This is an optimization exercise on Yosys and OpenROAD, whose aim is small area, not a production implementation.
Function was checked by simulation only, so behaviour that the tests miss may differ from the original.
Power is estimated from default activity; no workload was simulated.

Setup of build 52:
Design MIPS, start of the top module:
module MIPS(input logic Clk, input logic reset,
			input  logic [31:0] MemData,
			output logic [31:0] Address,
			output logic [31:0] WriteDataMem,
			output logic [04:0] WriteRegister,
			output logic [31:0] WriteDataReg,
			output logic wr,
			output logic RegWrite
  );
	logic [31:0] PC, EPC, IR, A, HI, LO;
	wire [5:0]  op    = IR[31:26];
	wire [4:0]  rt    = IR[20:16];
	wire [4:0]  rd    = IR[15:11];
	wire [4:0]  shamt = IR[10:6];
	wire [5:0]  funct = IR[5:0];
	wire [15:0] imm   = IR[15:0];
	wire [31:0] simm  = {{16{imm[15]}}, imm};
	wire [31:0] boff  = {simm[29:0], 2'b00};
	logic lPC, lA, lHI, lLO;
	logic rB, r4, rImm, rBoff, rFF, rFFFF;
	logic aSub, aAnd, aXor;
	logic adAlu, adExc;
	logic wRes, w227, wLt, wLui, wSh, wMem;
	logic wrRd, wr29, wr31;
	logic pcLd, pRes, pJmp, pA, pEPC;
	logic epcLd, irLd, aLdB, aLdMem, aExcHi, mInit, mStep, rdRs;
	logic ovf, lt;
	mips_ctl u_ctl (
  ...
clock: 22.0 ns
lec_check: 0
cap_margin: 5
core_margin: 2
core_utilization: 45
cts_buf_list: sky130_fd_sc_hd__clkbuf_4
cts_cluster_diameter: 35
cts_cluster_size: 10
slew_margin: 5
synth_hierarchical: 1
synth_memory_max_bits: 8192
standard.sh (not shown) runs the stock make flow with config.mk's settings and CLKGATE_MAP_FILE= SYNTH_SCRIPT=/design/flow/synth_recipe.tcl, a recipe that flattens the netlist after the stock synthesis.
==> flow/flow/run.sh <==
#!/bin/bash
# Own layout flow: the standard flow (standard.sh) with these changes,
# all made through ORFS's own variables and Yosys's own commands:
#   - synthesis is synth_recipe.tcl except that ORFS's liberty mapping step
#     (made after the flip-flops are mapped, as in the standard synthesis)
#     maps the register file, control, shifter and top-level datapath with
#     an area-oriented ABC script (flow/abc_area_nobuf.script: fraig, dc2, dch,
#     amap), and the adder modules with ORFS's
#     speed script (flow/split_synth.tcl);
#   - port buffers are sky130_fd_sc_hd__buf_1 (every port still gets one);
#   - clock-tree synthesis inserts no dummy loads, and clusters sinks 10 at
#     a time within 35 um, with clkbuf_4 only.
# Each tool's output: synth_make.log and flow_make.log here, and ORFS's own
# per-step logs under orfs/logs/.
set -euo pipefail
W=$(pwd)
export BUFFER_PORTS_ARGS="-buffer_cell sky130_fd_sc_hd__buf_1"
export CTS_ARGS="-sink_clustering_enable -repair_clock_nets -dont_use_dummy_load -sink_clustering_size 10 -sink_clustering_max_diameter 35 -buf_list sky130_fd_sc_hd__clkbuf_4"
export ABC_SPEED_MODULES="mips_add mips_add16"
export ABC_ALT_MODULES="MIPS mips_rf mips_shift mips_ctl"
export ABC_ALT_SCRIPT="$W/flow/abc_area_nobuf.script"
make -C "$FLOW_HOME" DESIGN_CONFIG="$W/config.mk" WORK_HOME="$W/orfs" CLKGATE_MAP_FILE= \
  SYNTH_SCRIPT="$W/flow/split_synth.tcl" synth > synth_make.log 2>&1
bash standard.sh > flow_make.log 2>&1
==> flow/flow/abc_area_nobuf.script <==
strash
fraig
dc2
dch
amap
==> flow/flow/split_synth.tcl <==
# The standard flow's synthesis script (synth_recipe.tcl) with one change: ORFS's liberty
# mapping step (its one "abc" call, made after the flip-flops are mapped, so
# the registers are the standard synthesis's) maps the modules in
# ABC_ALT_MODULES with the ABC script ABC_ALT_SCRIPT and the modules in
# ABC_SPEED_MODULES with the script ORFS chose.
proc synth {args} { yosys synth -nofsm -noshare {*}$args }
proc abc {args} {
  set i [lsearch -exact $args -script]
  set alt_args [lreplace $args [expr {$i + 1}] [expr {$i + 1}] $::env(ABC_ALT_SCRIPT)]
  yosys abc {*}$args {*}$::env(ABC_SPEED_MODULES)
  yosys abc {*}$alt_args {*}$::env(ABC_ALT_MODULES)
}
source $::env(SCRIPTS_DIR)/synth.tcl
# left out here: clear keep_hierarchy, flatten, clean up, hide names made inside functions, write 1_2_yosys.v
The following lists how build 58 was set up differently from build 52:
diff --git a/flow/flow/run.sh b/flow/flow/run.sh
--- a/flow/flow/run.sh
+++ b/flow/flow/run.sh
@@ -6,4 +6,4 @@
 #     maps the register file, control, shifter and top-level datapath with
-#     an area-oriented ABC script (flow/abc_area_nobuf.script: fraig, dc2, dch,
-#     amap), and the adder modules with ORFS's
+#     an area-oriented ABC script (flow/abc_area_nobuf.script: fraig, dc2, dch -f,
+#     amap -m), and the adder modules with ORFS's
 #     speed script (flow/split_synth.tcl);
==> flow/flow/abc_area_nobuf.script <==
strash
fraig
dc2
dch -f
amap -m
Notes after the runs:
- What the final checks of build 58 revealed, after a flow that finished every stage, was a layout that fails on max-capacitance violations.
- Looking at part of the total power dissipated in combinational logic, build 58 sits 0.2 points higher than build 52 does.
- In the reports for build 52 and build 58, the larger worst-case setup slack after placement belongs to build 52.
- In the flow results for build 52 and build 58, the met3 usage in global routing is larger on build 52.
Relative to build 58, the following input files were edited for build 29:
# build 58
export LEC_CHECK = 0
export CAP_MARGIN = 5
export CORE_MARGIN = 2
export CORE_UTILIZATION = 45
export CTS_BUF_LIST = sky130_fd_sc_hd__clkbuf_4
export CTS_CLUSTER_DIAMETER = 35
export CTS_CLUSTER_SIZE = 10
export SLEW_MARGIN = 5
export SYNTH_HIERARCHICAL = 1
export SYNTH_MEMORY_MAX_BITS = 8192
create_clock -name core_clock -period 22.0 [get_ports {Clk}]
# build 29
export LEC_CHECK = 0
export CAP_MARGIN = 5
export CORE_MARGIN = 2
export CORE_UTILIZATION = 40
export CTS_BUF_LIST = sky130_fd_sc_hd__clkbuf_16
export CTS_CLUSTER_DIAMETER = 60
export CTS_CLUSTER_SIZE = 20
export SLEW_MARGIN = 5
export SYNTH_HIERARCHICAL = 1
export SYNTH_MEMORY_MAX_BITS = 8192
create_clock -name core_clock -period 22.0 [get_ports {Clk}]
diff --git a/flow/flow/run.sh b/flow/flow/run.sh
--- a/flow/flow/run.sh
+++ b/flow/flow/run.sh
@@ -6,8 +6,8 @@
 #     maps the register file, control, shifter and top-level datapath with
-#     an area-oriented ABC script (flow/abc_area_nobuf.script: fraig, dc2, dch -f,
-#     amap -m), and the adder modules with ORFS's
+#     an area-oriented ABC script (flow/abc_area_nobuf.script: dc2, dch,
+#     amap, then gate sizing), and the adder modules with ORFS's
 #     speed script (flow/split_synth.tcl);
 #   - port buffers are sky130_fd_sc_hd__buf_1 (every port still gets one);
-#   - clock-tree synthesis inserts no dummy loads, and clusters sinks 10 at
-#     a time within 35 um, with clkbuf_4 only.
+#   - clock-tree synthesis inserts no dummy loads, and clusters sinks 20 at
+#     a time within 60 um, with clkbuf_16 only.
 # Each tool's output: synth_make.log and flow_make.log here, and ORFS's own
@@ -17,3 +17,3 @@
 export BUFFER_PORTS_ARGS="-buffer_cell sky130_fd_sc_hd__buf_1"
-export CTS_ARGS="-sink_clustering_enable -repair_clock_nets -dont_use_dummy_load -sink_clustering_size 10 -sink_clustering_max_diameter 35 -buf_list sky130_fd_sc_hd__clkbuf_4"
+export CTS_ARGS="-sink_clustering_enable -repair_clock_nets -dont_use_dummy_load -sink_clustering_size 20 -sink_clustering_max_diameter 60 -buf_list sky130_fd_sc_hd__clkbuf_16"
 export ABC_SPEED_MODULES="mips_add mips_add16"
==> flow/flow/abc_area_nobuf.script <==
strash
dc2
dch
amap
topo
stime -c
upsize -c
dnsize -c
## What came out
Looking at count of TritonRoute iterations in the first routing pass, build 29 sits 1 above build 58.
Compare build 58 and build 29 | TritonCTS buffer count higher: build 58
Share of the clock period used by the worst path is lower on build 29
Clock-buffer cell count in build 29 is 94 lower than in build 58
Among build 58 and build 29, a clean, completed layout was produced by build 29 alone.
The layout from build 58, despite a flow that completed every stage, fails the layout checks, with the failing checks listed as max-capacitance violations.
From build 58 to build 29 the numbers moved as follows: number of buffers and inverters on the critical path now larger, highest clock frequency the design can meet picked up an extra 4.3 MHz, critical path depth rose 7, post-synthesis share of cell area spent on full adders, half adders and majority gates comparable, post-detailed-routing wire length now larger.
Build 29 against build 58; multi-input combinational cell count is up by a few percent.

[separate check: timing with driven ports]
No port has a modelled driver above. Below, the same layouts with a new extraction and two added sets of constraints. Step 1: set_driving_cell puts a clkbuf_16 on Clk and a buf_2 on each other input, an assumption about the parent block. Step 2 adds t to the input delays and takes it off the output delays; t is the mean of the earliest and latest rising clock arrival at the registers after step 1. Input paths then give back, and output paths get back, about the clock's delay inside the block. a / b / c = no drivers / after step 1 / after step 2; a / b = the first two.
| run | shift t [ns] | setup WS [ns] | worst hold slack (ns) | worst register clock-pin slew, ns |
|---|---|---|---|---|
| build 52 | 1.264 | 1.710 / 1.644 / 2.908 | 0.452 / 0.452 / 0.452 | 0.11 / 0.11 |
| build 58 | 1.212 | 1.267 / 1.198 / 2.410 | 0.449 / 0.449 / 0.449 | 0.11 / 0.11 |
| build 29 | 0.789 | 2.968 / 2.894 / 3.683 | 0.462 / 0.462 / 0.462 | 0.08 / 0.08 |
